This is an optimization exercise on Yosys and OpenROAD, whose aim is small area and a short achievable clock period, not a production implementation.
RTL that was checked went through simulation tests only; none was proved equivalent to the original.
No activity file was given, so power comes from the tool's default toggle rates.

==> flow/design.v (excerpt) <==
module top(clk,reset,a1,a2,a3,b1,b2,b3,c1,c2,c3,c4,c5,c6,c7,c8,c9);
Size in the first run: about 250 flip-flops, roughly 200 I/O pins.
Settings: LEC_CHECK=0, CAP_MARGIN=20, CORE_MARGIN=2, CORE_UTILIZATION=40, SLEW_MARGIN=20, SYNTH_HIERARCHICAL=1; clock period 6.0 ns.
standard.sh (not shown) runs the stock make flow with config.mk's settings and CLKGATE_MAP_FILE= SYNTH_SCRIPT=/design/flow/synth_recipe.tcl, a recipe that flattens the netlist after the stock synthesis.
==> flow/flow/run.sh <==
#!/bin/bash
# Standard ORFS layout with buf_1 port buffers (input ones then upsized) and
# no CTS dummy loads.
set -euo pipefail
export BUFFER_PORTS_ARGS="-buffer_cell sky130_fd_sc_hd__buf_1"
export POST_GLOBAL_PLACE_TCL="$(pwd)/flow/post_gpl.tcl"
export CTS_ARGS="-sink_clustering_enable -repair_clock_nets -dont_use_dummy_load -buf_list sky130_fd_sc_hd__clkbuf_8"
bash standard.sh > standard_flow.log 2>&1
==> flow/flow/post_gpl.tcl <==
# Port buffers are inserted as buf_1; the input ones each drive a PE's partial
# products, so they get a stronger buffer.
foreach inst [get_cells input*] {
  replace_cell $inst sky130_fd_sc_hd__buf_4
}
The baseline completed with no timing, DRC or antenna violations.
Change:
--- a/flow/flow/run.sh
+++ b/flow/flow/run.sh
@@ -6,3 +6,4 @@
 export POST_GLOBAL_PLACE_TCL="$(pwd)/flow/post_gpl.tcl"
 export CTS_ARGS="-sink_clustering_enable -repair_clock_nets -dont_use_dummy_load -buf_list sky130_fd_sc_hd__clkbuf_8"
+export SETUP_MOVE_SEQUENCE="sizeup,swap"
 bash standard.sh > standard_flow.log 2>&1
Settings changed: SETUP_SLACK_MARGIN set to 1.95.
What happened: Total power goes up by a little under a tenth; die area does not change; design area grows by a few percent; hold slack barely changes; cell count is unchanged; global-route usage climbs by 0.29 points; non-clock buffer count shrinks by 1; worst setup slack improved by 250 ps; critical path depth does not change; count of clock-buffer cells in the layout came out higher by 1; clock skew went down by 6.1 ps.
Change:
--- a/flow/flow/run.sh
+++ b/flow/flow/run.sh
@@ -6,4 +6,3 @@
 export POST_GLOBAL_PLACE_TCL="$(pwd)/flow/post_gpl.tcl"
 export CTS_ARGS="-sink_clustering_enable -repair_clock_nets -dont_use_dummy_load -buf_list sky130_fd_sc_hd__clkbuf_8"
-export SETUP_MOVE_SEQUENCE="sizeup,swap"
 bash standard.sh > standard_flow.log 2>&1
==> flow/flow/post_gpl.tcl (replaced) <==
# Port buffers are inserted as buf_1; the input ones each drive a PE's partial
# products, so they get a stronger buffer.
foreach inst [get_cells input*] {
  replace_cell $inst sky130_fd_sc_hd__buf_2
}
Settings changed: CORE_UTILIZATION 40 to 60, PLACE_DENSITY set to 0.8, SETUP_SLACK_MARGIN 1.95 to unset.
Synthesized cell count stays the same; power is lower by about 7%; global-route usage is higher by 8.8 points; register-to-register slack got worse by 310 ps; hold slack improved by 8.7 ps; critical path depth does not change; non-clock buffer count is higher by 1; setup slack got worse by 530 ps; synthesized area does not change.
Change:
==> flow/flow/run.sh (replaced) <==
#!/bin/bash
# Standard ORFS layout, with buf_2 input buffers, buf_1 output buffers and no
# CTS dummy loads.
set -euo pipefail
export BUFFER_PORTS_ARGS="-inputs -buffer_cell sky130_fd_sc_hd__buf_2"
export PRE_GLOBAL_PLACE_TCL="$(pwd)/flow/pre_gpl.tcl"
export CTS_ARGS="-sink_clustering_enable -repair_clock_nets -dont_use_dummy_load -buf_list sky130_fd_sc_hd__clkbuf_8"
bash standard.sh > standard_flow.log 2>&1
==> flow/flow/pre_gpl.tcl (new file) <==
# Output ports get the smallest buffer: they drive only the fixed output load
# and have most of the cycle to spare.
buffer_ports -outputs -buffer_cell sky130_fd_sc_hd__buf_1
Settings changed: CORE_UTILIZATION 60 to 40, PLACE_DENSITY 0.8 to unset.
removed: flow/flow/post_gpl.tcl
Effect:
- utilization falls by 22 points
- sequential power rose by about 8%
- die area increases by 49%
- power came out lower by 1.2%
Change:
==> flow/flow/run.sh (replaced) <==
#!/bin/bash
# Standard ORFS layout with small port buffers and no CTS dummy loads.
set -euo pipefail
export BUFFER_PORTS_ARGS="-buffer_cell sky130_fd_sc_hd__buf_2"
export CTS_ARGS="-sink_clustering_enable -repair_clock_nets -dont_use_dummy_load -buf_list sky130_fd_sc_hd__clkbuf_8"
bash standard.sh > standard_flow.log 2>&1
Settings changed: SETUP_SLACK_MARGIN set to 1.9.
removed: flow/flow/pre_gpl.tcl
Result:
- The new run finished with timing, DRC and antenna clean
- combinational power grows by a quarter to a third
- first-iteration DRC count grows by a little under a tenth
- via count grows by a few percent
- non-clock buffer count grows by 193
Change:
==> flow/flow/run.sh (replaced) <==
#!/bin/bash
# Standard ORFS layout with buf_1 port buffers (input ones then upsized) and
# no CTS dummy loads.
set -euo pipefail
export BUFFER_PORTS_ARGS="-buffer_cell sky130_fd_sc_hd__buf_1"
export POST_GLOBAL_PLACE_TCL="$(pwd)/flow/post_gpl.tcl"
export CTS_ARGS="-sink_clustering_enable -repair_clock_nets -dont_use_dummy_load -buf_list {sky130_fd_sc_hd__clkbuf_4 sky130_fd_sc_hd__clkbuf_8}"
bash standard.sh > standard_flow.log 2>&1
==> flow/flow/post_gpl.tcl (new file) <==
# Port buffers are inserted as buf_1; the input ones each drive a PE's partial
# products, so they get a stronger buffer.
foreach inst [get_cells input*] {
  replace_cell $inst sky130_fd_sc_hd__buf_4
}
Settings changed: SETUP_SLACK_MARGIN 1.9 to unset.
Area after synthesis stays the same.
Sequential share of layout area rises by 0.72 points.
Cell area falls by about 5%.
Clock skew falls by 9.7 ps.

## build 75
top, a different RTL version from the one above (not shown whole).
For scale: about 250 flip-flops, about 200 I/O pins.
==> flow/config.mk <==
export PLATFORM = sky130hd
export DESIGN_NAME = top
export DESIGN_NICKNAME = top
export VERILOG_FILES = /design/flow/design.v
export SDC_FILE = /design/flow/constraint.sdc
export NUM_CORES = 4
export LEC_CHECK = 0
export CAP_MARGIN = 20
export CORE_MARGIN = 2
export CORE_UTILIZATION = 40
export SLEW_MARGIN = 20
export SYNTH_HIERARCHICAL = 1
==> flow/constraint.sdc <==
create_clock -name core_clock -period 6.0 [get_ports {clk}]
set_input_delay 1.2000 -clock core_clock [delete_from_list [all_inputs] [get_ports {clk}]]
set_output_delay 1.2000 -clock core_clock [all_outputs]
set_load 0.01 [all_outputs]
==> flow/flow/run.sh <==
#!/bin/bash
# Standard ORFS layout with small port buffers and no CTS dummy loads.
set -euo pipefail
export BUFFER_PORTS_ARGS="-buffer_cell sky130_fd_sc_hd__buf_2"
export CTS_ARGS="-sink_clustering_enable -repair_clock_nets -dont_use_dummy_load -buf_list sky130_fd_sc_hd__clkbuf_8"
bash standard.sh > standard_flow.log 2>&1
Build 75 has completed all stages; timing, DRC and antenna checks passed.
Relative to build 75, the following input files were edited for build 1:
diff --git a/flow/config.mk b/flow/config.mk
--- a/flow/config.mk
+++ b/flow/config.mk
@@ -10,0 +11 @@
+export SETUP_SLACK_MARGIN = 1.9
Results
- Build 1 vs build 75, internal power consumption went up by about 11%.
- Build 1 vs. build 75: count of cells resized by post-cts repair picked up an extra 7, number of filler cells placed in the layout fell about 1.7%, post-layout total power up 0.92 mW, minimum setup slack in the final design up 0.27 ns, number of standard cells in the final layout excluding fillers moved up.
- The total number of vias number comes out higher for build 1 vs build 75.
- Build 1 completed every stage of the flow, and the final layout passed the timing, design-rule and antenna checks.
- Looking at maximum frequency across build 75 and build 1, the one that comes out higher is build 1.
Function was not checked in any run of this note: the RTL went through the layout flow alone.

==> static timing again, ports no longer ideal <==
No port has a modelled driver above. Below, the same layouts with a new extraction and two added sets of constraints. Step 1: set_driving_cell puts a clkbuf_16 on clk and a buf_2 on each other input, an assumption about the parent block. Step 2, shift: input delay + t, output delay - t, t = (earliest + latest rising clock arrival at the registers) / 2. This alone moves slack from input paths to output paths. a / b / c = no drivers / after step 1 / after step 2; a / b = the first two.
run | t, ns | setup slack, ns | worst setup path after step 2 | cell pins on the clock port's net
the first run of note 1 | 0.672 | 1.797 / 1.831 / 1.159 | input to register | 1
the second run of note 1 | 0.689 | 2.050 / 2.075 / 1.386 | input to register | 1
the third run of note 1 | 0.655 | 1.519 / 1.544 / 0.889 | input to register | 1
the fourth run of note 1 | 0.664 | 1.667 / 1.667 / 1.096 | input to register | 1
the fifth run of note 1 | 0.674 | 1.948 / 1.980 / 1.306 | input to register | 1
the sixth run of note 1 | 0.672 | 1.797 / 1.831 / 1.159 | input to register | 1
build 75 | 0.673 | 1.713 / 1.748 / 1.075 | input to register | 1
build 1 | 0.665 | 1.985 / 2.023 / 1.358 | input to register | 1
After both steps every run listed still meets setup and hold. The setup slack of the second run of note 1, which loses most, moves by +0.025 ns with the drivers and by -0.664 ns with both steps.
